Context: an optimization exercise on an open-source flow, tuned for small area, a short achievable clock period and few clock cycles per item. The choices shown serve that exercise and are no tape-out recipe. Power figures rest on the tool's default switching activity, not on a simulated workload.

== v13 ==
## Divider
module Divider(CLK, CS, WE, SN, AD, DI, DO, DONE);
    input CLK;
    input CS;
    input WE;
    input SN;
    input AD;
    input [17:0] DI;
    output DONE;
    output [17:0] DO;
    reg [17:0] R;        
    reg [17:0] D;        
    reg [17:0] Q;        
    reg [4:0]  K;        
    reg        busy;
    reg        first;
    reg        neg_quo;
    reg        neg_rem;
    function [4:0] lzc;
        input [17:0] x;
        integer i;
        begin
            lzc = 5'd18;
            for (i = 0; i < 18; i = i + 1)
                if (x[i]) lzc = 5'd17 - i;
        end
    endfunction
    wire        wr_n = CS & WE & ~AD;
    wire        wr_d = CS & WE & AD;
    wire        neg_in = SN & DI[17];
    wire [17:0] mag_in = neg_in ? (~DI + 18'd1) : DI;
    wire        d_zero = (DI == 18'd0);
    wire [17:0] rmask;
    genvar m;
    generate for (m = 0; m < 18; m = m + 1) begin : rm
        assign rmask[m] = |R[17:m];
    end endgenerate
    wire        d_big = |(mag_in & ~rmask);      
    wire [17:0] rlead = rmask & ~{1'b0, rmask[17:1]};   
    wire [4:0]  kk = K - lzc(R);
    wire        align = first & ~|(D & rlead);        
    wire [18:0] sg [0:5];
    wire [18:0] sp [0:5];
    assign sg[0] = {R & ~D, 1'b1};
    assign sp[0] = {R ^ ~D, 1'b0};
    genvar l, i;
    generate for (l = 0; l < 5; l = l + 1) begin : lv
        for (i = 0; i < 19; i = i + 1) begin : b
            if ((i >> l) & 1) begin : m
                localparam integer j = ((i >> l) << l) - 1;
                assign sg[l+1][i] = sg[l][i] | (sp[l][i] & sg[l][j]);
                assign sp[l+1][i] = sp[l][i] & sp[l][j];
            end else begin : t
                assign sg[l+1][i] = sg[l][i];
                assign sp[l+1][i] = sp[l][i];
            end
        end
    end endgenerate
    wire [18:0] diff = {sg[5][18], sp[0][18:1] ^ sg[5][17:0]};
    wire        c = diff[18];
    wire        step = busy & ~align;
    assign DONE = ~busy;
    wire [17:0] quo_out = neg_quo ? (~Q + 18'd1) : Q;
    wire [17:0] rem_out = neg_rem ? (~R + 18'd1) : R;
    assign DO = AD ? rem_out : quo_out;
    always @(posedge CLK) begin
        if (wr_n)
            R <= mag_in;
        else if (step & c)
            R <= diff[17:0];
        if (wr_d)
            D <= mag_in;
  ...
For scale: about 63 flip-flops, ~42 I/O pins.
clock: 5.0 ns
lec_check: 0
abc_clock_period_in_ps: 3000
cap_margin: 20
core_margin: 2
core_utilization: 60
place_density: 0.7
setup_slack_margin: 1.6
slew_margin: 20
run.sh (not shown) runs the stock make flow with config.mk's settings and CLKGATE_MAP_FILE= SYNTH_SCRIPT=/design/flow/synth_recipe.tcl, a recipe that flattens the netlist after the stock synthesis.
v13 finished all stages; the layout is clean.
The following lists how v54 was set up differently from v13:
-- flow/config.mk --
<<< v13, line 8
export ABC_CLOCK_PERIOD_IN_PS = 3000
>>> v54, line 8
export ABC_CLOCK_PERIOD_IN_PS = 3500
<<< v13, line 13
export SETUP_SLACK_MARGIN = 1.6
>>> v54, line 13
export SETUP_SLACK_MARGIN = 1.0
Results
For the worst stage delay on the critical path, v54 came in 0.05 ns lower than v13 did.
v54 | status: complete | timing, DRC, antenna: pass
What v13 reported for post-route cell area has to be multiplied by 0.898 to get the figure for v54.
Sort v13 and v54 by power desc -> top: v13
Across both runs, non-clock buffer count in the final layout was lower for v54 than for v13.
Delta (v54 minus v13): filler cell count in the final layout went up by 148; final setup slack of the worst path essentially unchanged; area overhead of the layout relative to synthesis shows a reduction of 13 points.
[inputs] v43 vs v54
==> flow/flow/run.sh (new file) <==
#!/bin/bash
# The standard layout (the standard.sh, unchanged synthesis and steps),
# with the port buffers that buffer_ports inserts made plain buf_2 cells
# instead of the delay buffers it picks by default.
set -euo pipefail
export BUFFER_PORTS_ARGS="-buffer_cell sky130_fd_sc_hd__buf_2"
bash standard.sh > standard.log 2>&1
==> flow/standard.sh (new file) <==
#!/bin/bash
# synth_recipe.tcl (not shown) runs the flow's synth.tcl, then flattens the netlist and writes it again
# the make line also repeats each setting of config.mk as NAME=value (left out here)
make -C /OpenROAD-flow-scripts/flow DESIGN_CONFIG=/design/flow/config.mk WORK_HOME=/design/flow/orfs CLKGATE_MAP_FILE= SYNTH_SCRIPT=/design/flow/synth_recipe.tcl "${@:-finish}"
removed: flow/run.sh
[summary]
Part of the power in the clock network ends up lower on v54.
Clock network power consumption went up by a little under 10% going from v54 to v43.
Of v43 and v54, v54 shows the lower power density over the cells, with v43 above it.
Compared with v54, v43 shows a signed area change from the synthesized netlist to the final layout that is 3.6 points lower.
Cmp v43 and v54 / tightest slew margin relative to the limit / lower: v54
v43 vs. v54: utilization went down 2.2 points; weighted congestion at the end of routability-driven global placement climbed about 1.2%.
Function was not checked in any run of this note: the RTL went through the layout flow alone.

## afterwards: timing with drivers on the ports
The flow's constraints put no driver on any port. The routed layouts listed below were extracted and timed again, unchanged, in two steps.
Step 1, drivers: a clkbuf_16 drives CLK and a buf_2 each remaining input, both assumed.
Step 2 adds t to the input delays and takes it off the output delays; t is the mean of the earliest and latest rising clock arrival at the registers after step 1. Input paths then give back, and output paths get back, about the clock's delay inside the block.
a / b / c = ideal / step 1 / step 2; a / b = the first two.
| run | t, ns | setup WS [ns] | clock arrival spread, ns |
|---|---|---|---|
| v13 | 0.404 | 1.042 / 1.042 / 1.042 | 0.013 / 0.013 |
| v54 | 0.406 | 1.042 / 1.042 / 0.801 | 0.010 / 0.010 |
| v43 | 0.400 | 1.154 / 1.154 / 1.093 | 0.013 / 0.013 |
After both steps every run listed still meets setup and hold. For v54, which loses most, drivers alone change the setup slack by 0.000 ns; drivers and shift together by -0.241 ns.
